Background: an optimization exercise with open tools, aiming at small area. Do not read the settings as production practice. Only simulation tests tie the RTL to the original design; equivalence was not proved. The clock input has no modelled driver; a real chip could not lean on it and would need a root buffer or a full tree. Power is estimated from default activity; no workload was simulated.

**flow/design.v**
```verilog
module LM35INO(
	input clk,
	input rst,
	input ack,
	input [9:0] db,
	output [7:0] sseg,
	output [5:0] en
);
reg [14:0] ca;
reg ta_n;
wire ca_end = (ca & 15'd11007) == 15'd10922;
wire ca_clr = rst | ca_end;
always @(posedge clk) begin
	ca <= ca_clr ? 15'd630 : {~ca[13:0], ca[14] ^ ca[0]};
	ta_n <= rst | (ta_n ^ ca_end);
end
wire input_tick = ca_end & ta_n;
reg [15:0] cb;
reg tb_n;
wire cb_end = (cb & 16'd22527) == 16'd746;
wire cb_clr = rst | cb_end;
always @(posedge clk) begin
	cb <= cb_clr ? 16'd48720 : {~cb[14:0], ~(cb[15] ^ cb[6])};
	tb_n <= rst | (tb_n ^ cb_end);
end
wire sseg_tick = cb_end & tb_n;
reg [9:0] data;
always @(posedge clk)
	if (rst) data <= 10'd0;
	else if (input_tick & ack) data <= db;
function [3:0] st5;
	input [2:0] r;
	input b;
	reg [3:0] v;
	begin
		v = {r, b};
		st5[3] = (v >= 4'd5);
		st5[2:0] = (v >= 4'd5) ? v - 4'd5 : v;
	end
endfunction
reg [2:0] r1, r2;
reg [6:0] q1;
reg [3:0] q2, t;
integer i;
always @* begin
	r1 = {1'b0, data[9], data[8]};
	for (i = 7; i >= 1; i = i - 1) begin
		t = st5(r1, data[i]);
		q1[i-1] = t[3];
		r1 = t[2:0];
	end
	r2 = {1'b0, q1[6], q1[5]};
	q2[3:2] = 2'b00;
	for (i = 4; i >= 1; i = i - 1) begin
		t = st5(r2, q1[i]);
		q2[i-1] = t[3];
		r2 = t[2:0];
	end
end
wire [3:0] ones = {r1, data[0]};
wire [3:0] tens = {r2, q1[0]};
wire [3:0] hund = (q2 == 4'd10) ? 4'd0 : q2;
reg [1:0] pos;
reg [3:0] digit;
wire [1:0] pos_nx = (pos == 2'd3) ? 2'd1 : pos + 2'd1;
always @(posedge clk) begin
	if (rst) begin
		pos <= 2'd0;
		digit <= 4'd0;
	end else if (sseg_tick) begin
		pos <= pos_nx;
		digit <= (pos_nx == 2'd1) ? ones : (pos_nx == 2'd2) ? tens : hund;
	end
end
wire [15:0] seg_t0 = 16'b0000000000010010;
wire [15:0] seg_t1 = 16'b0110000001100000;
wire [15:0] seg_t2 = 16'b0000010000000100;
wire [15:0] seg_t3 = 16'b0000000010010010;
wire [15:0] seg_t4 = 16'b1011111010111010;
wire [15:0] seg_t5 = 16'b0000000010001110;
wire [15:0] seg_t6 = 16'b0000000010000011;
wire [6:0] seg_d = {seg_t6[digit], seg_t5[digit], seg_t4[digit], seg_t3[digit], seg_t2[digit], seg_t1[digit], seg_t0[digit]};
assign en = {3'b111, pos != 2'd3, pos != 2'd2, pos != 2'd1};
assign sseg = {pos != 2'd2, seg_d};
endmodule
```
**flow/flow/run.sh**
```bash
#!/bin/bash
# The standard layout (standard.sh) with these changes:
#  - synthesis is synth_recipe.tcl unchanged except that ABC maps the logic with
#    flow/abc_best.tcl (area-oriented scripts, no buffering or upsizing, best of
#    six seeds) and Yosys does not extract half/full adders before ABC
#    (ADDER_MAP_FILE empty);
#  - the port buffers are the smallest buffer cell;
#  - CTS uses clkbuf_4 and adds no dummy clock loads; flow/cts_post.tcl then makes
#    any clock buffer driving more than 12 flip-flops a clkbuf_8.
# Each tool's output goes to the ORFS logs; make's own output to standard.log.
set -euo pipefail
W=$(pwd)
export FLOW_FLOWDIR="$W/flow"
sed 's#log_cmd abc {\*}\$abc_args#source '"$W"'/flow/abc_best.tcl#' \
    "$FLOW_HOME/scripts/synth.tcl" > my_synth_body.tcl
grep -q "flow/abc_best.tcl" my_synth_body.tcl
sed "s#source \$::env(SCRIPTS_DIR)/synth.tcl#source $W/my_synth_body.tcl#" synth_recipe.tcl > my_synth.tcl
grep -q "my_synth_body.tcl" my_synth.tcl
sed -e "s#SYNTH_SCRIPT=[^ ]*#SYNTH_SCRIPT=$W/my_synth.tcl#" \
    -e "s#CLKGATE_MAP_FILE= #CLKGATE_MAP_FILE= ADDER_MAP_FILE= #" standard.sh > my_standard.sh
grep -q "my_synth.tcl" my_standard.sh
grep -q "ADDER_MAP_FILE= " my_standard.sh
export BUFFER_PORTS_ARGS="-buffer_cell sky130_fd_sc_hd__buf_1"
export CTS_ARGS="-sink_clustering_enable -repair_clock_nets -dont_use_dummy_load -buf_list {sky130_fd_sc_hd__clkbuf_4}"
export POST_CTS_TCL="$W/flow/cts_post.tcl"
export SKIP_REPAIR_TIE_FANOUT=1
bash my_standard.sh > standard.log 2>&1
```
**flow/flow/abc_best.tcl**
```tcl
# Sourced by the synthesis in place of its single ABC call: maps the logic with each
# flow/abc_s*.script (the same area script with different random seeds for &deepsyn)
# and keeps the result with the smallest cell area.
set my_best ""
design -save my_pre_abc
foreach my_script [lsort [glob $::env(FLOW_FLOWDIR)/abc_s*.script]] {
  design -load my_pre_abc
  log_cmd abc {*}[lreplace $abc_args 1 1 $my_script]
  set my_stat [tee -q -s result.string stat {*}$lib_args]
  if { ![regexp {Chip area for module[^:]*:\s*([0-9.eE+]+)} $my_stat -> my_area] } {
    error "no area for $my_script"
  }
  puts "abc_best: $my_script gives area $my_area"
  if { $my_best eq "" || $my_area < $my_best } {
    set my_best $my_area
    design -save my_best_abc
  }
}
design -load my_best_abc
puts "abc_best: kept area $my_best"
```
**flow/flow/abc_s0.script**
```
strash
&get -n
&deepsyn -T 60 -S 0
&put
dch
amap
topo
stime -c
```
**flow/flow/abc_s1.script**
```
strash
&get -n
&deepsyn -T 60 -S 1
&put
dch
amap
topo
stime -c
```
**flow/flow/abc_s2.script**
```
strash
&get -n
&deepsyn -T 60 -S 2
&put
dch
amap
topo
stime -c
```
**flow/flow/abc_s3.script**
```
strash
&get -n
&deepsyn -T 60 -S 3
&put
dch
amap
topo
stime -c
```
**flow/flow/abc_s4.script**
```
strash
&get -n
&deepsyn -T 60 -S 4
&put
dch
amap
topo
stime -c
```
**flow/flow/abc_s5.script**
```
strash
&get -n
&deepsyn -T 60 -S 5
&put
dch
amap
topo
stime -c
```
**flow/flow/cts_post.tcl**
```tcl
# Run by ORFS at the end of its CTS step (POST_CTS_TCL): a clock buffer that drives
# more than 12 flip-flops is made a clkbuf_8, so that clock-pin slews stay low;
# the cells are then legalized again.
estimate_parasitics -placement
foreach inst [get_cells clkbuf_*] {
  set out [get_pins -of_objects $inst -filter "direction==output"]
  set n [llength [get_pins -of_objects [get_nets -of_objects $out] -filter "direction==input"]]
  if { $n > 12 } {
    puts "cts_post: [get_full_name $inst] drives $n pins, now sky130_fd_sc_hd__clkbuf_8"
    replace_cell $inst sky130_fd_sc_hd__clkbuf_8
  }
}
detailed_placement
check_placement -verbose
estimate_parasitics -placement
```
**flow/standard.sh**
```bash
#!/bin/bash
# synth_recipe.tcl (not shown) runs the flow's synth.tcl, then flattens the netlist and writes it again
# the make line also repeats each setting of config.mk as NAME=value (left out here)
make -C /OpenROAD-flow-scripts/flow DESIGN_CONFIG=/design/flow/config.mk WORK_HOME=/design/flow/orfs CLKGATE_MAP_FILE= SYNTH_SCRIPT=/design/flow/synth_recipe.tcl "${@:-finish}"
```
**flow/config.mk**
```make
export PLATFORM = sky130hd
export DESIGN_NAME = LM35INO
export DESIGN_NICKNAME = LM35INO
export VERILOG_FILES = /design/flow/design.v
export SDC_FILE = /design/flow/constraint.sdc
export NUM_CORES = 4
export LEC_CHECK = 0
export ABC_AREA = 1
export CAP_MARGIN = 20
export CORE_MARGIN = 2
export CORE_UTILIZATION = 40
export SLEW_MARGIN = 20
```
**flow/constraint.sdc**
```tcl
create_clock -name core_clock -period 20.0 [get_ports {clk}]
set_input_delay 4.0000 -clock core_clock [delete_from_list [all_inputs] [get_ports {clk}]]
set_output_delay 4.0000 -clock core_clock [all_outputs]
set_load 0.01 [all_outputs]
```
==> impl_results.md, run 1 <==
* YS warnings at 1
* Fin. Hold Viols at 0
* Avg Inst Size Synth at 7.75 um2
* Most frequent cells in the layout: 68 x nor2_1, 49 x dfxtp_1, 29 x nand2_1
* Routed wire length at 3910 um
* Crit path kind: reg -> out
* Max-cap violations at 0
* Mapped Cells at 263
* Gr usage total at 15.5%
* Leak at 0.832 nW
* Vias/cell at 4.94
* Floorplan Core Area at 4820 um2
* Worst-margin pin slew at 613 ps
* Post-synthesis mux area share at 0%
* Simple-gate share of the synthesized area at 24.4%
* Pin count of the biggest net entering global routing at 16
* Unrepaired setup endpoints after global routing: false
* Critical Path Source Type: flip-flop
* Cell family with most CP delay: simple AND/OR/NAND/NOR gates
* CP Buf/Inv Count at 2
* Worst-Skew Late Latency at 350 ps
* Fin nets at 301
* Slowest stage delay, CP at 370 ps
* WP data arrival at 1750 ps
* Routed len/inst at 11.1 um
* Initial core utilization at 42.3%
* Dpl cells at 348
* Slew Viols, Final at 0
* Critical path capture point type: output pin
* Fmax at 174 MHz
* Final Skew at 35.7 ps
* Synth cell types at 33
* Area of the mapped netlist at 2040 um2
* DR vias at 1744
* Hold_ws at 374 ps
* CTS Sinks at 49
* Post-DP HPWL at 3010 um
* CTS tree: done
* Die Y at 75.4 um
* Fill cell total of the finished layout at 518
* Top cell by count, worst path: nor2_1
* Largest family of logic cells by synthesized area: simple AND/OR/NAND/NOR gates
* Period utilization at 28.7%
* Crit Path Max Fanout at 5
* Worst-path clk slew at 100 ps
* # IOs at 27
* TNS Setup at 0 ps
* Final Instance Count excl. Fillers at 353
* Layout cell share with drive strength beyond 1 at 1.75%
* Post-synthesis compound-gate area fraction at 20.4%
* Final setup fails at 0
* P&R area growth vs syn at 8.96%
* Yosys reg bits at 49
* DIE WIDTH at 75.4 um
* Hold WC Path Type: reg -> reg
* First-pass GRT wire length at 6710 um
* Run status: finished clean
* Critical Path RT at 16000 ps
* Worst relative slew slack at 59.0%
* GR Overflow Total at 0
* Final GP Congestion at 0.832
* Final Critical Period at 5750 ps
* Initial antenna violation count at 0
* PortBufs at 23
* Antenna-violating nets left at 0
* Peak VDD IR at 0.0624 mV
* Die area at 5690 um2
* Area share of xor/xnor cells in the synthesized design at 0%
* ANT cells at 0
* Synth Area in Adders at 0%
* Slowest CP cell: dfxtp_1
* # rows at 25
* Cell chain of the critical path: clkinv_1 > nor2_1 > nor2_1 > a21oi_1 > and3_1 > o21bai_1 > buf_1
* DRC viols at 0
* Seq/Total Area, Yosys at 48.1%
* Vias in the first global route at 1538
* Initial DRT Pass Iterations at 4
* Iter 0 DRT Violations at 112
* PD cells at 68.0 nW/um2
* Leading cell type in the layout, fill and taps excluded: nor2_1
[per-layer routing]
metal / track usage, % / vias to the layer above / part of all wire [%]
li1: - / 951 / -
met5: 0 / - / 0
met4: 6.04 / 0 / 1.5
met1: 21.0 / 761 / 53
met2: 24.0 / 26 / 43
met3: 3.97 / 6 / 2.9
[worst register-to-register path: cells and delay by family (launching register included)]
family	cells	cell delay (ps)
DFF	1	380
buffers and inverters	5	560
AOI/OAI and AO/OA	10	1980
and+or+nand+nor	20	2600
[cell usage after synthesis, drive strengths merged]
cell type / number / area [um2]
o21a: 1 / 7.51
nand2: 29 / 109
a21o: 1 / 7.51
a211oi: 4 / 30.0
nand4b: 1 / 8.76
nor2: 68 / 255
and2: 1 / 6.26
dfxtp: 49 / 981
o21ai: 18 / 90.1
a21boi: 1 / 7.51
o31a: 1 / 8.76
buf: 5 / 37.5
conb: 1 / 3.75
o211a: 1 / 10.0
a221oi: 2 / 17.5
nor4: 2 / 12.5
nor4bb: 1 / 10.0
o2111ai: 1 / 8.76
a21oi: 12 / 60.1
o22ai: 3 / 18.8
o31ai: 1 / 7.51
a32o: 10 / 100
or4b: 1 / 10.0
and3: 2 / 12.5
o32ai: 1 / 8.76
nand4: 1 / 6.26
or2: 2 / 12.5
nor3: 4 / 20.0
a31oi: 4 / 25.0
nand3: 3 / 15.0
o21bai: 1 / 7.51
clkinv: 28 / 105
nor2b: 3 / 18.8
[layout make-up]
cell class | instances | area, um2 | area share, %
Inverter | 28 | 105 | 4.73
Timing Repair Buffer | 23 | 86.3 | 3.89
Multi-Input combinational cell | 181 | 916 | 41.2
Clock buffer | 5 | 50.0 | 2.25
Sequential cell | 49 | 981 | 44.1
Tap cell | 67 | 83.8 | 3.77
[report_power, final]
part           total [mW]  leakage [nW]  switching, mW  internal [mW]
combinational     0.00517         0.400        0.00345        0.00171
sequential          0.103         0.403        0.00172          0.101
clock              0.0430        0.0282         0.0269         0.0161
total               0.151         0.832         0.0321          0.119
[path summary, 6_finish.rpt]
path / from / end / slack [ps] / depth (start not counted)
worst max register to register: data[9]$_SDFFE_PP0P_ / digit[2]$_SDFFE_PP0P_ / 14370 / 35
worst max-delay path: digit[2]$_SDFFE_PP0P_ / sseg[3] / 14250 / 7
worst min-delay path: ca[8]$_SDFF_PP0_ / ca[9]$_SDFF_PP1_ / 370 / 1
worst min register to register: ca[8]$_SDFF_PP0_ / ca[9]$_SDFF_PP1_ / 370 / 1
[flip-flops by register name, summed over array words and instances, names as in the netlist]
signal and count:
ca 15, tb_n 1, digit 4, pos 2, data 10, ta_n 1
cb 16
[logic make-up (layout without fill, tap and decap cells)]
family          count (synthesis)  count (layout)
simple gates                  118             118
compound gates                 62              62
other cells                     1               1
flops                          49              49
buf+inv                        33              56
[per-stage QoR]
stage	area (um2)	power, mW	util (%)	worst slack [ps]
2_1_floorplan	2040	0.108	-	14810
3_3_place_gp	2170	0.110	45.1	14540
3_5_place_dp	2170	0.110	45.1	14490
5_1_grt	2220	0.159	46.1	13470
6_report	2220	0.151	46.1	14250
==> run 2, diff against run 1 <==
--- a/flow/flow/run.sh
+++ b/flow/flow/run.sh
@@ -23,5 +23,4 @@
 export BUFFER_PORTS_ARGS="-buffer_cell sky130_fd_sc_hd__buf_1"
 export CTS_ARGS="-sink_clustering_enable -repair_clock_nets -dont_use_dummy_load -buf_list {sky130_fd_sc_hd__clkbuf_4}"
 export POST_CTS_TCL="$W/flow/cts_post.tcl"
-export SKIP_REPAIR_TIE_FANOUT=1
 bash my_standard.sh > standard.log 2>&1
==> run 2 against run 1 <==
Compared with the run above:
- still clean on timing, DRC and antenna
- cell count is 0.57% higher
- clock skew is 6.4 ps lower
- register-to-register slack worse by 40 ps
- sequential power hardly changed
- die area stayed put
- first-iteration DRC count is 17% lower
- sequential share of layout area is 0.15 points lower
- largest cell class unchanged
- highest routed layer unchanged
==> impl_results.md, run 2 <==
* DIE WIDTH at 75.4 um (unchanged)
* Layout cell share with drive strength beyond 1 at 1.74% (-0.012 points)
* Worst setup path end: sseg[3]
* Mapped Cells at 263 (unchanged)
* Critical path capture point type: output pin
* Top cell by count, worst path: nor2_1
* CTS tree: done
* Synth cell types at 33 (unchanged)
* Final Critical Period at 5770 ps (+16.2 ps)
* # IOs at 27 (unchanged)
* Synth Area in Adders at 0% (unchanged)
* Number of synthesized flops with an enable pin at 0 (unchanged)
* Synth top area share at 48.1% (unchanged)
* Synth area leaders: dfxtp_1 48%, nor2_1 13%, nand2_1 5.3%
* Largest regs: cb: 16 flops, ca: 15 flops, data: 10 flops
* Most frequent cells in the layout: 68 x nor2_1, 49 x dfxtp_1, 29 x nand2_1
* Leading cell type in the layout, fill and taps excluded: nor2_1
* DR vias at 1794 (+2.9%)
* Worst-margin pin slew at 642 ps (+28.6 ps)
* Yosys reg bits at 49 (unchanged)
* Post-synthesis mux area share at 0% (unchanged)
* Fmax at 173 MHz (-0.28%)
* Initial core utilization at 42.3% (unchanged)
* Slowest CP cell: dfxtp_1
* P&R area growth vs syn at 9.33%
* Setup slack, reg-to-reg at 14330 ps (-40 ps)
* Met2 wire length at 1720 um (+2.4%)
* YS warnings at 1 (unchanged)
* Simple-gate share of the synthesized area at 24.4% (unchanged)
* Vias/cell at 5.05 (+2.3%)
* Most flop-heavy register: cb
* CTS Sinks at 49 (unchanged)
* Peak VDD IR at 0.0550 mV (-12%)
* Switching Share at 21.5% (+0.21 points)
* Wire length on met3 at 197 um (+74%)
* Clock share of power at 28.6% (about the same)
* Final Skew at 29.3 ps (-6.41 ps)
* Worst Setup SP: digit[2]$_SDFFE_PP0P_
* Floorplan Core Area at 4820 um2 (unchanged)
* Cell chain of the critical path: clkinv_1 > nor2_1 > nor2_1 > a21oi_1 > and3_1 > o21bai_1 > buf_1
* P_sw at 0.0325 mW (+1.2%)
* Internal Power at 0.119 mW (about the same)
* Gr usage total at 15.6% (about the same)
* Seq/Total Area, Yosys at 48.1% (unchanged)
* Max-cap violations at 0 (unchanged)
* Largest family of logic cells by synthesized area: simple AND/OR/NAND/NOR gates
* Comb power frac at 3.4% (about the same)
* DRC viols at 0 (unchanged)
* Slew Viols, Final at 0 (unchanged)
* Final GP Congestion at 0.807 (-3.1%)
* Hold WC Path Type: reg -> reg
* Highest metal used: met4
* Max reg flops at 16 (unchanged)
* Die Y at 75.4 um (unchanged)
* Worst relative slew slack at 57.1% (-1.9 points)
* Antenna-violating nets left at 0 (unchanged)
* Critical Path RT at 16000 ps (about the same)
* Routed len/inst at 11.2 um (+1.1%)
* Routed met1 length at 1960 um (-4.9%)
* Post-synthesis compound-gate area fraction at 20.4% (unchanged)
* First-pass GRT wire length at 6710 um (unchanged)
* Pwr Total at 0.151 mW (+0.24%)
* Area share of xor/xnor cells in the synthesized design at 0% (unchanged)
* Fin. Hold Viols at 0 (unchanged)
* TNS Setup at 0 ps (unchanged)
* Iter 0 DRT Violations at 93 (-17%)
* Fin nets at 303 (+0.66%)
* Worst-path clk slew at 110 ps (about the same)
* Final setup fails at 0 (unchanged)
* Count leader, synth: nor2_1
* Ys async rst share at 0% (unchanged)
* Avg Inst Size Synth at 7.75 um2 (unchanged)
* Worst-Skew Late Latency at 360 ps (about the same)
* Vias in the first global route at 1584 (+3.0%)
* Crit path kind: reg -> out
* Most used DFF post-synth: dfxtp_1
* Period utilization at 28.8% (+0.081 points)
* Reg-to-reg endpoint: digit[2]$_SDFFE_PP0P_
* Critical Path Source Type: flip-flop
* Area leader, netlist: dfxtp_1
* Run status: finished clean
* Pin count of the biggest net entering global routing at 16 (unchanged)
* GR Overflow Total at 0 (unchanged)
* Most instantiated cells after synthesis: 68 x nor2_1, 49 x dfxtp_1, 29 x nand2_1, 28 x clkinv_1, 18 x o21ai_0
* Leak at 0.838 nW (+0.78%)
* Area of the mapped netlist at 2040 um2 (unchanged)
* Crit Path Max Fanout at 5 (unchanged)
* Post-DP HPWL at 3070 um (+2.1%)
* # rows at 25 (unchanged)
* ANT cells at 0 (unchanged)
* RR Startpoint: data[9]$_SDFFE_PP0P_
* Slowest stage delay, CP at 370 ps (about the same)
* Initial DRT Pass Iterations at 4 (unchanged)
* PortBufs at 23 (unchanged)
* Initial antenna violation count at 0 (unchanged)
* Sequential power share at 68.0% (about the same)
* Die area at 5690 um2 (unchanged)
* WP data arrival at 1770 ps (+20 ps)
* Routed wire length at 3970 um (+1.6%)
* PD cells at 67.9 nW/um2 (about the same)
* Unrepaired setup endpoints after global routing: false
* Reg2reg path depth at 35 (unchanged)
==> run 2: power groups by stage <==
stage,Sequential (mW),Combinational [mW],Clock (mW)
after detailed placement,0.105,0.00526,0
after global routing,0.103,0.00605,0.0492
final,0.103,0.00515,0.0434
after floorplan,0.105,0.00361,0
after global placement,0.105,0.00518,0
==> run 2: final cells by class <==
class | instances | area, um2
tap | 67 | 83.8
timing repair buffer | 23 | 86.3
clock buffer | 5 | 50.0
sequential | 49 | 981
inverter | 28 | 105
multi-input combinational | 183 | 923
fill | 505 | 2590
==> run 2: metrics by stage <==
stage / setup WS, ps / utilization [%] / instance area (um2) / hold slack (ps) / std cells
2_1_floorplan: 14810 / - / 2050 / 343 / 265
3_3_place_gp: 14510 / 45.2 / 2180 / 346 / 350
5_1_grt: 13570 / 46.3 / 2230 / 390 / 355
3_5_place_dp: 14410 / 45.2 / 2180 / 351 / 350
6_report: 14230 / 46.3 / 2230 / 372 / 355
==> run 2: cells by family (layout without fill, tap and decap cells) <==
logic type,Yosys count,in the layout
buf+inv,33,56
simple gates,118,118
other cells,1,3
compound gates,62,62
flops,49,49
==> run 2: worst min path at each step <==
stage	from	end	slack, ps	depth (start not counted)
after floorplan	ca[8]$_SDFF_PP0_	ca[9]$_SDFF_PP1_	340	1
after global placement	cb[11]$_SDFF_PP1_	cb[12]$_SDFF_PP1_	350	1
after detailed placement	cb[11]$_SDFF_PP1_	cb[12]$_SDFF_PP1_	350	1
after global routing	ca[8]$_SDFF_PP0_	ca[9]$_SDFF_PP1_	390	1
final	cb[11]$_SDFF_PP1_	cb[12]$_SDFF_PP1_	370	1
==> run 2: routing by layer <==
metal / vias up / GRT usage [%]
met4: 0 / 7.21
met3: 9 / 4.37
met5: - / 0
met2: 41 / 25.0
met1: 800 / 19.3
li1: 944 / -
==> run 2: worst max-delay path, delay by kind of cell (launching register included) <==
| family | cells | cell delay [ps] |
|---|---|---|
| simple gates | 3 | 470 |
| buf+inv | 2 | 310 |
| compound gates | 2 | 250 |
| flops | 1 | 370 |
==> run 3, diff against run 2 <==
--- a/flow/flow/run.sh
+++ b/flow/flow/run.sh
@@ -7,6 +7,7 @@
 #  - the port buffers are the smallest buffer cell;
 #  - CTS uses clkbuf_4 and adds no dummy clock loads; flow/cts_post.tcl then makes
 #    any clock buffer driving more than 12 flip-flops a clkbuf_8.
+#  - the constant outputs share one tie cell (SKIP_REPAIR_TIE_FANOUT).
 # Each tool's output goes to the ORFS logs; make's own output to standard.log.
 set -euo pipefail
 W=$(pwd)
@@ -23,4 +24,5 @@
 export BUFFER_PORTS_ARGS="-buffer_cell sky130_fd_sc_hd__buf_1"
 export CTS_ARGS="-sink_clustering_enable -repair_clock_nets -dont_use_dummy_load -buf_list {sky130_fd_sc_hd__clkbuf_4}"
 export POST_CTS_TCL="$W/flow/cts_post.tcl"
+export SKIP_REPAIR_TIE_FANOUT=1
 bash my_standard.sh > standard.log 2>&1
==> run 3 against run 2 <==
Compared with the run above:
- highest routed layer unchanged
- clock skew is 6.4 ps higher
- via count decreased by 2.8%
- count of clock-buffer cells in the layout did not move
- area after synthesis is the same
- critical endpoint unchanged
- non-clock buffer count unchanged
- still clean
- first-iteration DRC count is 20% higher
- largest cell class unchanged
- power shrank 0.24%
- register-to-register slack better by 40 ps
- utilization down 0.16 points
==> impl_results.md, run 3 <==
* Run status: finished clean
* Die area at 5690 um2 (unchanged)
* Fmax at 174 MHz (+0.28%)
* CTS tree: done
* Setup slack, reg-to-reg at 14370 ps (+40 ps)
* Reg2reg path depth at 35 (unchanged)
* Ys async rst share at 0% (unchanged)
* Hold WC Path Type: reg -> reg
* Iter 0 DRT Violations at 112 (+20%)
* Hold Path End: ca[9]$_SDFF_PP1_
* PD cells at 68.0 nW/um2 (about the same)
* Reg-to-reg endpoint: digit[2]$_SDFFE_PP0P_
* Layout cell share with drive strength beyond 1 at 1.75% (+0.012 points)
* TNS Setup at 0 ps (unchanged)
* Area of the mapped netlist at 2040 um2 (unchanged)
* GR Overflow Total at 0 (unchanged)
* DIE WIDTH at 75.4 um (unchanged)
* Routed wire length at 3910 um (-1.6%)
* Final GP Congestion at 0.832 (+3.2%)
* Hold Crit Depth at 1 (unchanged)
* Count leader, synth: nor2_1
* Yosys reg bits at 49 (unchanged)
* Leak at 0.832 nW (-0.77%)
* Number of synthesized flops with an enable pin at 0 (unchanged)
* Slowest stage delay, CP at 370 ps (about the same)
* YS warnings at 1 (unchanged)
* Fill cell total of the finished layout at 518 (+2.6%)
* Seq/Total Area, Yosys at 48.1% (unchanged)
* Critical Path RT at 16000 ps (about the same)
* Fin. Hold Viols at 0 (unchanged)
* Worst-margin pin slew at 613 ps (-28.6 ps)
* Crit Path Max Fanout at 5 (unchanged)
* Area leader, netlist: dfxtp_1
* Period utilization at 28.7% (-0.081 points)
* Most instantiated cells after synthesis: 68 x nor2_1, 49 x dfxtp_1, 29 x nand2_1, 28 x clkinv_1, 18 x o21ai_0
* Worst-path clk slew at 100 ps (about the same)
* Peak VDD IR at 0.0624 mV (+14%)
* Final Critical Period at 5750 ps (-16.2 ps)
* Pin count of the biggest net entering global routing at 16 (unchanged)
* DRC viols at 0 (unchanged)
* DR vias at 1744 (-2.8%)
* Mapped Cells at 263 (unchanged)
* Avg Inst Size Synth at 7.75 um2 (unchanged)
* Synth top area share at 48.1% (unchanged)
* Die Y at 75.4 um (unchanged)
* Crit path kind: reg -> out
* Gr usage total at 15.5% (about the same)
* Vias in the first global route at 1538 (-2.9%)
* Unrepaired setup endpoints after global routing: false
* Worst relative slew slack at 59.0% (+1.9 points)
* Most flop-heavy register: cb
* Critical path capture point type: output pin
* Most used DFF post-synth: dfxtp_1
* Final Skew at 35.7 ps (+6.41 ps)
* Critical Path Source Type: flip-flop
* Antenna-violating nets left at 0 (unchanged)
* Most frequent cells in the layout: 68 x nor2_1, 49 x dfxtp_1, 29 x nand2_1
* Initial DRT Pass Iterations at 4 (unchanged)
* WP data arrival at 1750 ps (-20 ps)
* Floorplan Core Area at 4820 um2 (unchanged)
* Final setup fails at 0 (unchanged)
* Multi-input logic area at 916 um2 (-0.81%)
* PortBufs at 23 (unchanged)
* Largest regs: cb: 16 flops, ca: 15 flops, data: 10 flops
* Routed len/inst at 11.1 um (-1.1%)
* Top cell by count, worst path: nor2_1
* First-pass GRT wire length at 6710 um (unchanged)
* P&R area growth vs syn at 8.96%
* Worst Setup SP: digit[2]$_SDFFE_PP0P_
* Slew Viols, Final at 0 (unchanged)
* Post-DP HPWL at 3010 um (-2.0%)
* CTS Sinks at 49 (unchanged)
* Worst Hold Launch: ca[8]$_SDFF_PP0_
* Initial antenna violation count at 0 (unchanged)
* Synth area leaders: dfxtp_1 48%, nor2_1 13%, nand2_1 5.3%
* Worst-Skew Late Latency at 350 ps (about the same)
* Max reg flops at 16 (unchanged)
* Leading cell type in the layout, fill and taps excluded: nor2_1
* RR Startpoint: data[9]$_SDFFE_PP0P_
* # rows at 25 (unchanged)
* # IOs at 27 (unchanged)
* Slowest CP cell: dfxtp_1
* ANT cells at 0 (unchanged)
* Initial core utilization at 42.3% (unchanged)
* Reg area at 981 um2 (unchanged)
* Cell chain of the critical path: clkinv_1 > nor2_1 > nor2_1 > a21oi_1 > and3_1 > o21bai_1 > buf_1
* Synth cell types at 33 (unchanged)
* Fin nets at 301 (-0.66%)
* Max-cap violations at 0 (unchanged)
* Final core occ at 46.1% (-0.16 points)
* Vias/cell at 4.94 (-2.2%)
[run 3: cell count changes in the layout (fill, tap and decap cells not counted)]
cell / delta
conb_1: -2
[run 3: critical path: cells and delay by family, from the launching register on]
| family | cells | cell delay [ps] |
|---|---|---|
| and+or+nand+nor | 3 | 460 |
| DFF | 1 | 370 |
| buffers and inverters | 2 | 320 |
| AOI/OAI and AO/OA | 2 | 250 |
[run 3: cell type report]
class | instances | area share (%)
flip-flops and latches | 49 | 44.1
multi-input cells | 181 | 41.2
inverters | 28 | 4.73
repair buffers | 23 | 3.89
well taps | 67 | 3.77
clock buffers | 5 | 2.25
[run 3: how the worst max path moves through the flow]
stage,to,depth (start not counted)
final,sseg[3],7
after global routing,digit[2]$_SDFFE_PP0P_,35
after detailed placement,digit[2]$_SDFFE_PP0P_,35
after global placement,tb_n$_DFF_P_,5
after floorplan,sseg[3],6
[run 3: cell families after synthesis]
logic type	Yosys count	synth area share (%)
DFF	49	48.1
and+or+nand+nor	118	24.4
other	1	0.184
buffers and inverters	33	6.99
AOI/OAI and AO/OA	62	20.4
[run 3: per-layer routing]
metal / up-vias / track usage [%] / routed length (um)
met2: 26 / 24.0 / 1680
met5: - / 0 / 0
li1: 951 / - / -
met4: 0 / 6.04 / 58
met3: 6 / 3.97 / 113
met1: 761 / 21.0 / 2060
[run 3: stage by stage]
| stage | instance area (um2) | std cells | hold WS (ps) | total power [mW] | setup slack [ps] |
|---|---|---|---|---|---|
| after floorplan | 2040 | 263 | 343 | 0.108 | 14810 |
| after global placement | 2170 | 348 | 347 | 0.110 | 14540 |
| after detailed placement | 2170 | 348 | 358 | 0.110 | 14490 |
| after global routing | 2220 | 353 | 389 | 0.159 | 13470 |
| final | 2220 | 353 | 374 | 0.151 | 14250 |
[run 3: report_power, final]
| group | internal, mW | total [mW] | switching [mW] |
|---|---|---|---|
| clock network | 0.0161 | 0.0430 | 0.0269 |
| registers | 0.101 | 0.103 | 0.00172 |
| logic | 0.00171 | 0.00517 | 0.00345 |
| total | 0.119 | 0.151 | 0.0321 |
==> run 4, diff against run 3 <==
--- a/flow/flow/run.sh
+++ b/flow/flow/run.sh
@@ -6,7 +6,8 @@
 #    (ADDER_MAP_FILE empty);
 #  - the port buffers are the smallest buffer cell;
 #  - CTS uses clkbuf_4 and adds no dummy clock loads; flow/cts_post.tcl then makes
-#    any clock buffer driving more than 12 flip-flops a clkbuf_8.
+#    any clock buffer driving more than 12 flip-flops a clkbuf_8 and removes the
+#    root clock buffer, so the clock port drives the 4 leaf buffers;
 #  - the constant outputs share one tie cell (SKIP_REPAIR_TIE_FANOUT).
 # Each tool's output goes to the ORFS logs; make's own output to standard.log.
 set -euo pipefail
==> flow/flow/cts_post.tcl (replaced) <==
# Run by ORFS at the end of its CTS step (POST_CTS_TCL).
# 1. A clock buffer that drives more than 12 flip-flops is made a clkbuf_8, so that
#    clock-pin slews stay low.
estimate_parasitics -placement
foreach inst [get_cells clkbuf_*] {
  set out [get_pins -of_objects $inst -filter "direction==output"]
  set n [llength [get_pins -of_objects [get_nets -of_objects $out] -filter "direction==input"]]
  if { $n > 12 } {
    puts "cts_post: [get_full_name $inst] drives $n pins, now sky130_fd_sc_hd__clkbuf_8"
    replace_cell $inst sky130_fd_sc_hd__clkbuf_8
  }
}
set root [get_cells -quiet clkbuf_0_clk]
if { [llength $root] == 1 } {
  set rin [get_pins -of_objects $root -filter "direction==input"]
  set rout [get_pins -of_objects $root -filter "direction==output"]
  set innet [get_nets -of_objects $rin]
  set outnet [get_nets -of_objects $rout]
  set sinks [get_pins -of_objects $outnet -filter "direction==input"]
  set all_bufs 1
  foreach s $sinks {
    if { ![string match "*clkbuf*" [get_property [get_cells -of_objects $s] ref_name]] } { set all_bufs 0 }
  }
  if { [get_full_name $innet] eq "clk" && [llength $sinks] <= 4 && $all_bufs } {
    puts "cts_post: removing root buffer, clock port drives [llength $sinks] buffers"
    foreach s $sinks {
      disconnect_pin $outnet $s
      connect_pin $innet $s
    }
    disconnect_pin $innet $rin
    disconnect_pin $outnet $rout
    delete_instance $root
    delete_net $outnet
  }
}
detailed_placement
check_placement -verbose
estimate_parasitics -placement
==> run 4 against run 3 <==
Compared with the run above:
- critical path type is now reg -> reg
- cell count fell by 0.28%
- final area fell by 0.34%
- worst setup slack improved by 110 ps
- power fell by 4.0%
- non-clock buffer count did not move
- synthesized cell count did not move
- first-iteration DRC count fell by 16%
==> impl_results.md, run 4 <==
* Run status: finished clean
* # IOs at 27 (unchanged)
* Fmax at 177 MHz (+2.0%)
* Yosys reg bits at 49 (unchanged)
* Top cell by count, worst path: nor2_1
* PortBufs at 23 (unchanged)
* Floorplan Core Area at 4820 um2 (unchanged)
* Reg2reg path depth at 35 (unchanged)
* PD cells at 65.5 nW/um2 (-3.7%)
* Worst-Skew Late Latency at 180 ps (-170 ps)
* Worst-path clk slew at 120 ps (+20 ps)
* Seq/Total Area, Yosys at 48.1% (unchanged)
* Largest regs: cb: 16 flops, ca: 15 flops, data: 10 flops
* Post-DP HPWL at 3010 um (unchanged)
* Crit Path Max Fanout at 5 (unchanged)
* Initial antenna violation count at 0 (unchanged)
* Hold Crit Depth at 1 (unchanged)
* Worst Hold Launch: ca[8]$_SDFF_PP0_
* Avg Inst Size Synth at 7.75 um2 (unchanged)
* Area leader, netlist: dfxtp_1
* TNS Setup at 0 ps (unchanged)
* Peak VDD IR at 0.0628 mV (+0.58%)
* Slew Viols, Final at 0 (unchanged)
* DRC viols at 0 (unchanged)
* Pwr Total at 0.145 mW (-4.0%)
* First-pass GRT wire length at 6660 um (-0.72%)
* Most used DFF post-synth: dfxtp_1
* Worst relative slew slack at 58.0% (-0.94 points)
* Unrepaired setup endpoints after global routing: false
* Final GP Congestion at 0.832 (unchanged)
* Max reg flops at 16 (unchanged)
* Most frequent cells in the layout: 68 x nor2_1, 49 x dfxtp_1, 29 x nand2_1
* WP data arrival at 5720 ps (+3970 ps)
* Vias/cell at 4.95 (+0.28%)
* Crit path kind: reg -> reg
* Hold Path End: ca[9]$_SDFF_PP1_
* Initial DRT Pass Iterations at 4 (unchanged)
* P&R area growth vs syn at 8.59%
* Leak at 0.827 nW (-0.55%)
* Synth top area share at 48.1% (unchanged)
* Final Skew at 35.6 ps (-0.100 ps)
* Slowest CP cell: dfxtp_1
* GR Overflow Total at 0 (unchanged)
* Worst-margin pin slew at 627 ps (+14.1 ps)
* Vias in the first global route at 1530 (-0.52%)
* Fin. Hold Viols at 0 (unchanged)
* Slowest stage delay, CP at 380 ps (about the same)
* Reg-to-reg endpoint: digit[2]$_SDFFE_PP0P_
* Final Instance Count excl. Fillers at 352 (-0.28%)
* Final worst slack at 14360 ps (+113 ps)
* Die Y at 75.4 um (unchanged)
* Routed len/inst at 11.0 um (-0.31%)
* Most flop-heavy register: cb
* Critical Path Source Type: flip-flop
* Most instantiated cells after synthesis: 68 x nor2_1, 49 x dfxtp_1, 29 x nand2_1, 28 x clkinv_1, 18 x o21ai_0
* Ys async rst share at 0% (unchanged)
* Hold WC Path Type: reg -> reg
* Synth area leaders: dfxtp_1 48%, nor2_1 13%, nand2_1 5.3%
* Period utilization at 28.2% (-0.56 points)
* YS warnings at 1 (unchanged)
* Final core occ at 46.0% (-0.16 points)
* Die area at 5690 um2 (unchanged)
* # rows at 25 (unchanged)
* Iter 0 DRT Violations at 94 (-16%)
* Pin count of the biggest net entering global routing at 16 (unchanged)
* Dpl cells at 348 (unchanged)
* Fin nets at 300 (-0.33%)
* Critical path capture point type: flip-flop
* DIE WIDTH at 75.4 um (unchanged)
* CTS Sinks at 49 (unchanged)
* Post-place setup slack at 14490 ps (unchanged)
* Layout cell share with drive strength beyond 1 at 1.40% (-0.34 points)
* Antenna-violating nets left at 0 (unchanged)
* Initial core utilization at 42.3% (unchanged)
* ANT cells at 0 (unchanged)
* Area of the mapped netlist at 2040 um2 (unchanged)
* Count leader, synth: nor2_1
* RR Startpoint: data[9]$_SDFFE_PP0P_
* Max-cap violations at 0 (unchanged)
* Number of synthesized flops with an enable pin at 0 (unchanged)
* Final setup fails at 0 (unchanged)
* Critical Path RT at 20080 ps (+4080 ps)
* Mapped Cells at 263 (unchanged)
* Setup slack, reg-to-reg at 14360 ps (about the same)
* Leading cell type in the layout, fill and taps excluded: nor2_1
* Routed wire length at 3890 um (-0.59%)
* Synth cell types at 33 (unchanged)
* Gr usage total at 15.2% (-0.33 points)
* Final Critical Period at 5640 ps (-113 ps)
* DR vias at 1744 (unchanged)
[run 4: kinds of logic (layout without fill, tap and decap cells)]
family	count (synthesis)	in the layout	share of synthesized area, %
AND/OR/NAND/NOR	118	118	24.4
other	1	1	0.184
flip-flops	49	49	48.1
buffers and inverters	33	55	6.99
AO/OA/AOI/OAI	62	62	20.4
[run 4: worst max path at each step]
stage	startpoint	slack, ps	to	depth (start not counted)
floorplan	digit[2]$_SDFFE_PP0P_	14810	sseg[3]	6
global placement	rst	14540	tb_n$_DFF_P_	5
detailed placement	data[9]$_SDFFE_PP0P_	14490	digit[2]$_SDFFE_PP0P_	35
global route	data[9]$_SDFFE_PP0P_	13470	digit[2]$_SDFFE_PP0P_	35
finish	data[9]$_SDFFE_PP0P_	14360	digit[2]$_SDFFE_PP0P_	35
[run 4: final cells by class]
cell class	instances	area, um2
Clock buffer	4	42.5
Sequential cell	49	981
Timing Repair Buffer	23	86.3
Fill cell	518	2600
Inverter	28	105
Multi-Input combinational cell	181	916
Tap cell	67	83.8
[run 4: worst max-delay path: cells and delay by family (launching register included)]
kind,cells,cell delay (ps)
and+or+nand+nor,20,2610
AOI/OAI and AO/OA,10,1970
buffers and inverters,5,570
DFF,1,380
[run 4: metal layers]
layer  vias to the layer above  routed length [um]  global-route usage [%]
li1                        950                   -                       -
met1                       757                2040                    21.0
met2                        32                1640                    24.0
met3                         5                 140                    3.17
met4                         0                  61                    4.87
met5                         -                   0                       0
[run 4: power breakdown]
part | total, mW | switching, mW | internal (mW)
registers | 0.103 | 0.00172 | 0.101
clock network | 0.0370 | 0.0230 | 0.0140
logic | 0.00517 | 0.00346 | 0.00171
[run 4: metrics by stage]
stage                     hold slack (ps)  cell area [um2]
after global placement                347             2170
after detailed placement              358             2170
after floorplan                       343             2040
final                                 374             2210
after global routing                  389             2210
==> run 5, diff against run 4 <==
--- a/flow/flow/run.sh
+++ b/flow/flow/run.sh
@@ -2,7 +2,7 @@
 # The standard layout (standard.sh) with these changes:
 #  - synthesis is synth_recipe.tcl unchanged except that ABC maps the logic with
 #    flow/abc_best.tcl (area-oriented scripts, no buffering or upsizing, best of
-#    six seeds) and Yosys does not extract half/full adders before ABC
+#    ten seeds) and Yosys does not extract half/full adders before ABC
 #    (ADDER_MAP_FILE empty);
 #  - the port buffers are the smallest buffer cell;
 #  - CTS uses clkbuf_4 and adds no dummy clock loads; flow/cts_post.tcl then makes
==> flow/flow/abc_s6.script (new file) <==
strash
&get -n
&deepsyn -T 60 -S 6
&put
dch
amap
topo
stime -c
==> flow/flow/abc_s7.script (new file) <==
strash
&get -n
&deepsyn -T 60 -S 7
&put
dch
amap
topo
stime -c
==> flow/flow/abc_s8.script (new file) <==
strash
&get -n
&deepsyn -T 60 -S 8
&put
dch
amap
topo
stime -c
==> flow/flow/abc_s9.script (new file) <==
strash
&get -n
&deepsyn -T 60 -S 9
&put
dch
amap
topo
stime -c
==> run 5 against run 4 <==
Compared with the run above:
- still clean on timing, DRC and antenna
- routed wire length unchanged
- count of clock-buffer cells in the layout unchanged
- area after synthesis unchanged
- worst hold slack unchanged
- register-to-register slack about the same
- via count unchanged
- cell count unchanged
- critical path depth unchanged
- first-iteration DRC count unchanged
- combinational power about the same
- largest power group unchanged
==> impl_results.md, run 5 <==
* Setup slack, reg-to-reg at 14360 ps (about the same)
* Final setup fails at 0 (unchanged)
* Slowest stage delay, CP at 380 ps (about the same)
* Worst-margin pin slew at 627 ps (unchanged)
* Critical path capture point type: flip-flop
* Area leader, netlist: dfxtp_1
* Design area at 2210 um2 (unchanged)
* GR Overflow Total at 0 (unchanged)
* Final Instance Count excl. Fillers at 352 (unchanged)
* Run status: finished clean
* Die Y at 75.4 um (unchanged)
* Fin. Hold Viols at 0 (unchanged)
* Pwr Total at 0.145 mW (unchanged)
* Synth cell types at 33 (unchanged)
* Largest regs: cb: 16 flops, ca: 15 flops, data: 10 flops
* Hold Crit Depth at 1 (unchanged)
* Slowest CP cell: dfxtp_1
* Worst-Skew Late Latency at 180 ps (about the same)
* Crit path kind: reg -> reg
* Ys async rst share at 0% (unchanged)
* Seq/Total Area, Yosys at 48.1% (unchanged)
* Final worst slack at 14360 ps (unchanged)
* Post-place setup slack at 14490 ps (unchanged)
* RR Startpoint: data[9]$_SDFFE_PP0P_
* Die area at 5690 um2 (unchanged)
* Most frequent cells in the layout: 68 x nor2_1, 49 x dfxtp_1, 29 x nand2_1
* Final GP Congestion at 0.832 (unchanged)
* Count leader, synth: nor2_1
* DR vias at 1744 (unchanged)
* Hold_ws at 374 ps (unchanged)
* Worst relative slew slack at 58.0% (unchanged)
* Initial core utilization at 42.3% (unchanged)
* Final Critical Period at 5640 ps (unchanged)
* DRC viols at 0 (unchanged)
* Critical Path Source Type: flip-flop
* Critical Path RT at 20080 ps (about the same)
* Antenna-violating nets left at 0 (unchanged)
* Vias/cell at 4.95 (unchanged)
* Placed Area at 2170 um2 (unchanged)
* Crit Path Max Fanout at 5 (unchanged)
* Avg Inst Size Synth at 7.75 um2 (unchanged)
* Routed len/inst at 11.0 um (unchanged)
* WP data arrival at 5720 ps (about the same)
* ANT cells at 0 (unchanged)
* Dpl cells at 348 (unchanged)
* First-pass GRT wire length at 6660 um (unchanged)
* Leak at 0.827 nW (unchanged)
* Vias in the first global route at 1530 (unchanged)
* YS warnings at 1 (unchanged)
* Leading cell type in the layout, fill and taps excluded: nor2_1
* TNS Setup at 0 ps (unchanged)
* Initial antenna violation count at 0 (unchanged)
* Post-DP HPWL at 3010 um (unchanged)
* Synth top area share at 48.1% (unchanged)
* Max reg flops at 16 (unchanged)
* Layout cell share with drive strength beyond 1 at 1.40% (unchanged)
* Max-cap violations at 0 (unchanged)
* Initial DRT Pass Iterations at 4 (unchanged)
* Final Skew at 35.6 ps (unchanged)
* # IOs at 27 (unchanged)
* Synth area leaders: dfxtp_1 48%, nor2_1 13%, nand2_1 5.3%
* Yosys reg bits at 49 (unchanged)
* Routed wire length at 3890 um (unchanged)
* Most used DFF post-synth: dfxtp_1
* Peak VDD IR at 0.0628 mV (unchanged)
* Worst-path clk slew at 120 ps (about the same)
* Fmax at 177 MHz (unchanged)
* Gr usage total at 15.2% (unchanged)
* Most flop-heavy register: cb
* Reg-to-reg endpoint: digit[2]$_SDFFE_PP0P_
* Unrepaired setup endpoints after global routing: false
* Top cell by count, worst path: nor2_1
* Final core occ at 46.0% (unchanged)
* Iter 0 DRT Violations at 94 (unchanged)
* Worst Hold Launch: ca[8]$_SDFF_PP0_
* Floorplan Core Area at 4820 um2 (unchanged)
* Mapped Cells at 263 (unchanged)
* Reg2reg path depth at 35 (unchanged)
* Period utilization at 28.2% (unchanged)
* PortBufs at 23 (unchanged)
* Area of the mapped netlist at 2040 um2 (unchanged)
* DIE WIDTH at 75.4 um (unchanged)
* Number of synthesized flops with an enable pin at 0 (unchanged)
* Pin count of the biggest net entering global routing at 16 (unchanged)
* P&R area growth vs syn at 8.59% (unchanged)
* Most instantiated cells after synthesis: 68 x nor2_1, 49 x dfxtp_1, 29 x nand2_1, 28 x clkinv_1, 18 x o21ai_0
* CTS Sinks at 49 (unchanged)
* Hold WC Path Type: reg -> reg
* Fin nets at 300 (unchanged)
* Slew Viols, Final at 0 (unchanged)
* Hold Path End: ca[9]$_SDFF_PP1_
* # rows at 25 (unchanged)
* PD cells at 65.5 nW/um2 (unchanged)
[run 5: kinds of logic (layout without fill, tap and decap cells)]
| family | count (synthesis) | after routing | synth area share (%) |
|---|---|---|---|
| buffers and inverters | 33 | 55 | 6.99 |
| other | 1 | 1 | 0.184 |
| AND/OR/NAND/NOR | 118 | 118 | 24.4 |
| AO/OA/AOI/OAI | 62 | 62 | 20.4 |
| flip-flops | 49 | 49 | 48.1 |
[run 5: how the worst max path moves through the flow]
stage / to / slack (ps) / from / depth (start not counted)
2_1_floorplan: sseg[3] / 14810 / digit[2]$_SDFFE_PP0P_ / 6
3_5_place_dp: digit[2]$_SDFFE_PP0P_ / 14490 / data[9]$_SDFFE_PP0P_ / 35
3_3_place_gp: tb_n$_DFF_P_ / 14540 / rst / 5
5_1_grt: digit[2]$_SDFFE_PP0P_ / 13470 / data[9]$_SDFFE_PP0P_ / 35
6_report: digit[2]$_SDFFE_PP0P_ / 14360 / data[9]$_SDFFE_PP0P_ / 35
[run 5: worst max-delay path, delay by kind of cell, from the launching register on]
kind	cells	cell delay [ps]
compound gates	10	1970
flops	1	380
buf+inv	5	570
simple gates	20	2610
[run 5: area by class of cell]
type | instances | area (um2)
multi-input cells | 181 | 916
fillers | 518 | 2600
clock buffers | 4 | 42.5
well taps | 67 | 83.8
flip-flops and latches | 49 | 981
inverters | 28 | 105
repair buffers | 23 | 86.3
[run 5: power breakdown]
part	leakage (nW)	switching (mW)	internal, mW	total (mW)
sequential	0.403	0.00172	0.101	0.103
combinational	0.400	0.00346	0.00171	0.00517
clock	0.0236	0.0230	0.0140	0.0370
[run 5: metal layers]
metal  part of all wire [%]  track usage, %  routed length [um]  up-vias
li1                       -               -                   -      950
met1                     53            21.0                2040      757
met2                     42            24.0                1640       32
met3                    3.6            3.17                 140        5
met4                    1.6            4.87                  61        0
met5                      0               0                   0        -
==> run 6, diff against run 5 <==
--- a/flow/design.v
+++ b/flow/design.v
@@ -62,14 +62,14 @@
 wire [3:0] hund = (q2 == 4'd10) ? 4'd0 : q2;
 reg [1:0] pos;
 reg [3:0] digit;
-wire [1:0] pos_nx = (pos == 2'd3) ? 2'd1 : pos + 2'd1;
+wire [1:0] pos_nx = (pos == 2'd1) ? 2'd3 : (pos == 2'd3) ? 2'd2 : 2'd1;
 always @(posedge clk) begin
 	if (rst) begin
 		pos <= 2'd0;
 		digit <= 4'd0;
 	end else if (sseg_tick) begin
 		pos <= pos_nx;
-		digit <= (pos_nx == 2'd1) ? ones : (pos_nx == 2'd2) ? tens : hund;
+		digit <= (pos_nx == 2'd1) ? ones : (pos_nx == 2'd3) ? tens : hund;
 	end
 end
 wire [15:0] seg_t0 = 16'b0000000000010010;
@@ -80,6 +80,6 @@
 wire [15:0] seg_t5 = 16'b0000000010001110;
 wire [15:0] seg_t6 = 16'b0000000010000011;
 wire [6:0] seg_d = {seg_t6[digit], seg_t5[digit], seg_t4[digit], seg_t3[digit], seg_t2[digit], seg_t1[digit], seg_t0[digit]};
-assign en = {3'b111, pos != 2'd3, pos != 2'd2, pos != 2'd1};
-assign sseg = {pos != 2'd2, seg_d};
+assign en = {3'b111, pos != 2'd2, pos != 2'd3, pos != 2'd1};
+assign sseg = {pos != 2'd3, seg_d};
 endmodule
--- a/flow/flow/run.sh
+++ b/flow/flow/run.sh
@@ -2,7 +2,7 @@
 # The standard layout (standard.sh) with these changes:
 #  - synthesis is synth_recipe.tcl unchanged except that ABC maps the logic with
 #    flow/abc_best.tcl (area-oriented scripts, no buffering or upsizing, best of
-#    ten seeds) and Yosys does not extract half/full adders before ABC
+#    six seeds) and Yosys does not extract half/full adders before ABC
 #    (ADDER_MAP_FILE empty);
 #  - the port buffers are the smallest buffer cell;
 #  - CTS uses clkbuf_4 and adds no dummy clock loads; flow/cts_post.tcl then makes
removed: flow/flow/abc_s6.script
removed: flow/flow/abc_s7.script
removed: flow/flow/abc_s8.script
removed: flow/flow/abc_s9.script
==> run 6 against run 5 <==
Compared with the run above:
- worst hold slack got worse by 6.1 ps
- clock skew down 11 ps
- maximum frequency increased by 1.6%
- utilization increased by 0.065 points
- clock power hardly changed
- non-clock buffer count unchanged
- power hardly changed
- worst setup slack improved by 91 ps
- sequential cell count did not move
- area after synthesis shrank 0.92%
- largest power group unchanged
- highest routed layer unchanged
==> impl_results.md, run 6 <==
* Most flop-heavy register: cb
* Leak at 0.806 nW (-2.5%)
* Vias in the first global route at 1517 (-0.85%)
* Worst-Skew Late Latency at 170 ps (about the same)
* Synth Area in Adders at 0% (unchanged)
* Area leader, netlist: dfxtp_1
* Crit path depth at 6 (-83%)
* Avg Inst Size Synth at 8.08 um2 (+4.2%)
* # rows at 25 (unchanged)
* Iter 0 DRT Violations at 38 (-60%)
* Critical path capture point type: output pin
* Seq/Total Area, Yosys at 48.5% (+0.45 points)
* Die area at 5640 um2 (-0.87%)
* Most used DFF post-synth: dfxtp_1
* Run status: finished clean
* Fmax at 180 MHz (+1.6%)
* Hold Crit Depth at 1 (unchanged)
* Final Skew at 24.5 ps (-11.2 ps)
* P&R area growth vs syn at 9.04%
* Final GP Congestion at 0.788 (-5.4%)
* Initial DRT Pass Iterations at 4 (unchanged)
* ANT cells at 0 (unchanged)
* Layout cell share with drive strength beyond 1 at 1.47% (+0.062 points)
* Count leader, synth: nor2_1
* Critical Path Source Type: flip-flop
* Synth area leaders: dfxtp_1 49%, nor2_1 11%, o221a_1 6.1%
* Unrepaired setup endpoints after global routing: false
* # IOs at 27 (unchanged)
* Yosys reg bits at 49 (unchanged)
* Die Y at 75.1 um (-0.44%)
* Final setup fails at 0 (unchanged)
* PortBufs at 23 (unchanged)
* Post-synthesis compound-gate area fraction at 22.7% (+2.3 points)
* Design area at 2200 um2 (-0.51%)
* Synth top area share at 48.5% (+0.45 points)
* Critical Path RT at 16000 ps (-4080 ps)
* Fin nets at 288 (-4.0%)
* PD cells at 65.8 nW/um2 (+0.45%)
* Area of the mapped netlist at 2020 um2 (-0.92%)
* Largest regs: cb: 16 flops, ca: 15 flops, data: 10 flops
* Routed wire length at 3820 um (-1.7%)
* Slowest stage delay, CP at 440 ps (+60 ps)
* Reg2reg path depth at 31 (-11%)
* Cell chain of the critical path: clkinv_1 > a32oi_1 > nor2_1 > a21oi_1 > nor2b_1 > buf_1
* Vias/cell at 4.95 (about the same)
* YS warnings at 1 (unchanged)
* Pin count of the biggest net entering global routing at 16 (unchanged)
* Floorplan Core Area at 4790 um2 (-0.65%)
* Slew Viols, Final at 0 (unchanged)
* Period utilization at 27.7% (-0.45 points)
* Gr usage total at 14.6% (-0.56 points)
* Synth cell types at 33 (unchanged)
* DR vias at 1683 (-3.5%)
* GR Overflow Total at 0 (unchanged)
* Leading cell type in the layout, fill and taps excluded: nor2_1
* TNS Setup at 0 ps (unchanged)
* WP data arrival at 1550 ps (-4170 ps)
* Initial antenna violation count at 0 (unchanged)
* Max reg flops at 16 (unchanged)
* First-pass GRT wire length at 6490 um (-2.6%)
* Crit Path Max Fanout at 5 (unchanged)
* Simple-gate share of the synthesized area at 22.0% (-2.3 points)
* Post-DP HPWL at 2970 um (-1.4%)
* CTS Sinks at 49 (unchanged)
* DRC viols at 0 (unchanged)
* Most instantiated cells after synthesis: 61 x nor2_1, 49 x dfxtp_1, 26 x nand2_1, 25 x clkinv_1, 15 x o21ai_0
* Routed len/inst at 11.2 um (+1.8%)
* Ys async rst share at 0% (unchanged)
* Cell family with most CP delay: flip-flops
* Antenna-violating nets left at 0 (unchanged)
* Mapped Cells at 250 (-4.9%)
* Initial core utilization at 42.2% (-0.12 points)
* DIE WIDTH at 75.1 um (-0.44%)
* Placed Area at 2160 um2 (-0.52%)
* Worst-path clk slew at 100 ps (-20 ps)
* Most frequent cells in the layout: 61 x nor2_1, 49 x dfxtp_1, 26 x nand2_1
* Fin. Hold Viols at 0 (unchanged)
* Peak VDD IR at 0.0657 mV (+4.6%)
* Final Critical Period at 5550 ps (-91.0 ps)
* Number of synthesized flops with an enable pin at 0 (unchanged)
* Largest family of logic cells by synthesized area: compound AO/OA/AOI/OAI gates
* Post-synthesis mux area share at 0% (unchanged)
* Worst relative slew slack at 46.0% (-12 points)
* Hold WC Path Type: reg -> reg
* Pwr Total at 0.145 mW (about the same)
* Crit path kind: reg -> out
* Worst-margin pin slew at 800 ps (+173 ps)
* CP Buf/Inv Count at 2 (-3)
* Area share of xor/xnor cells in the synthesized design at 0.433% (+0.43 points)
* Slowest CP cell: dfxtp_1
* Max-cap violations at 0 (unchanged)
-- run 6: cell types whose count changed in the layout (fill, tap and decap cells not counted), sizes merged, moves of 3 or more --
cell and delta:
clkinv -3, nand2 -3, nor2 -7, a32o -10, o21ai -3, o221a +11
-- run 6: final timing paths --
path | startpoint | end | slack (ps)
worst min register to register | ca[8]$_SDFF_PP0_ | ca[9]$_SDFF_PP1_ | 370
worst min-delay path | ca[8]$_SDFF_PP0_ | ca[9]$_SDFF_PP1_ | 370
worst max register to register | data[8]$_SDFFE_PP0P_ | digit[2]$_SDFFE_PP0P_ | 14890
worst max-delay path | digit[2]$_SDFFE_PP0P_ | sseg[1] | 14450
-- run 6: kinds of logic after synthesis --
logic type / after synthesis
buffers and inverters: 29
AND/OR/NAND/NOR: 106
flip-flops: 49
AO/OA/AOI/OAI: 64
XOR/XNOR: 1
other: 1
-- run 6: cell type report --
type	instances	area [um2]
fill	482	2580
sequential	49	981
clock buffer	4	42.5
multi-input combinational	172	916
timing repair buffer	23	86.3
inverter	25	93.8
tap	67	83.8
-- run 6: through the flow --
| stage | utilization (%) | std cells | hold slack, ps | setup slack, ps |
|---|---|---|---|---|
| 2_1_floorplan | - | 250 | 343 | 14870 |
| 3_5_place_dp | 45.2 | 336 | 348 | 14670 |
| 6_report | 46.0 | 340 | 368 | 14450 |
| 5_1_grt | 46.0 | 340 | 387 | 14150 |
| 3_3_place_gp | 45.2 | 336 | 350 | 14670 |
-- run 6: routing by layer --
layer  vias up  wire [um]  global-route usage (%)
met5         -          0                       0
met4         0         31                    4.17
met3         3         76                    1.61
met2        12       1760                    24.6
met1       751       1960                    20.0
li1        917          -                       -
-- run 6: report_power, final --
part / switching (mW) / internal [mW] / leakage [nW]
Combinational: 0.00309 / 0.00173 / 0.379
Sequential: 0.00178 / 0.101 / 0.403
Clock: 0.0232 / 0.0140 / 0.0236
Total: 0.0281 / 0.117 / 0.806

[re-timing with driven ports]
In the flow no input, the clock included, has a driving cell. The finished layouts below were timed again as built, in two steps. Step 1 assumes that a clkbuf_16 drives the clock port and a buf_2 every other input. Step 2 also shifts input and output timing later by t, the mid clock arrival at the registers, as if the neighbouring blocks saw the same clock. a / b / c = ideal / step 1 / step 2; a / b = the first two.
run | t, ns | setup WS [ns] | hold WS [ns] | latest minus earliest clock arrival (ns) | cell pins on the clock port's net
run 1 | 0.358 | 14.250 / 14.227 / 14.366 | 0.374 / 0.374 / 0.374 | 0.038 / 0.039 | 1
run 2 | 0.365 | 14.234 / 14.212 / 14.333 | 0.372 / 0.372 / 0.372 | 0.029 / 0.029 | 1
run 3 | 0.358 | 14.250 / 14.227 / 14.366 | 0.374 / 0.374 / 0.374 | 0.038 / 0.039 | 1
run 4 | 0.203 | 14.363 / 14.363 / 14.363 | 0.374 / 0.374 / 0.374 | 0.038 / 0.039 | 4
run 5 | 0.203 | 14.363 / 14.363 / 14.363 | 0.374 / 0.374 / 0.374 | 0.038 / 0.039 | 4
run 6 | 0.196 | 14.454 / 14.411 / 14.607 | 0.368 / 0.368 / 0.368 | 0.025 / 0.025 | 4
After both steps setup and hold are still met in every run listed.
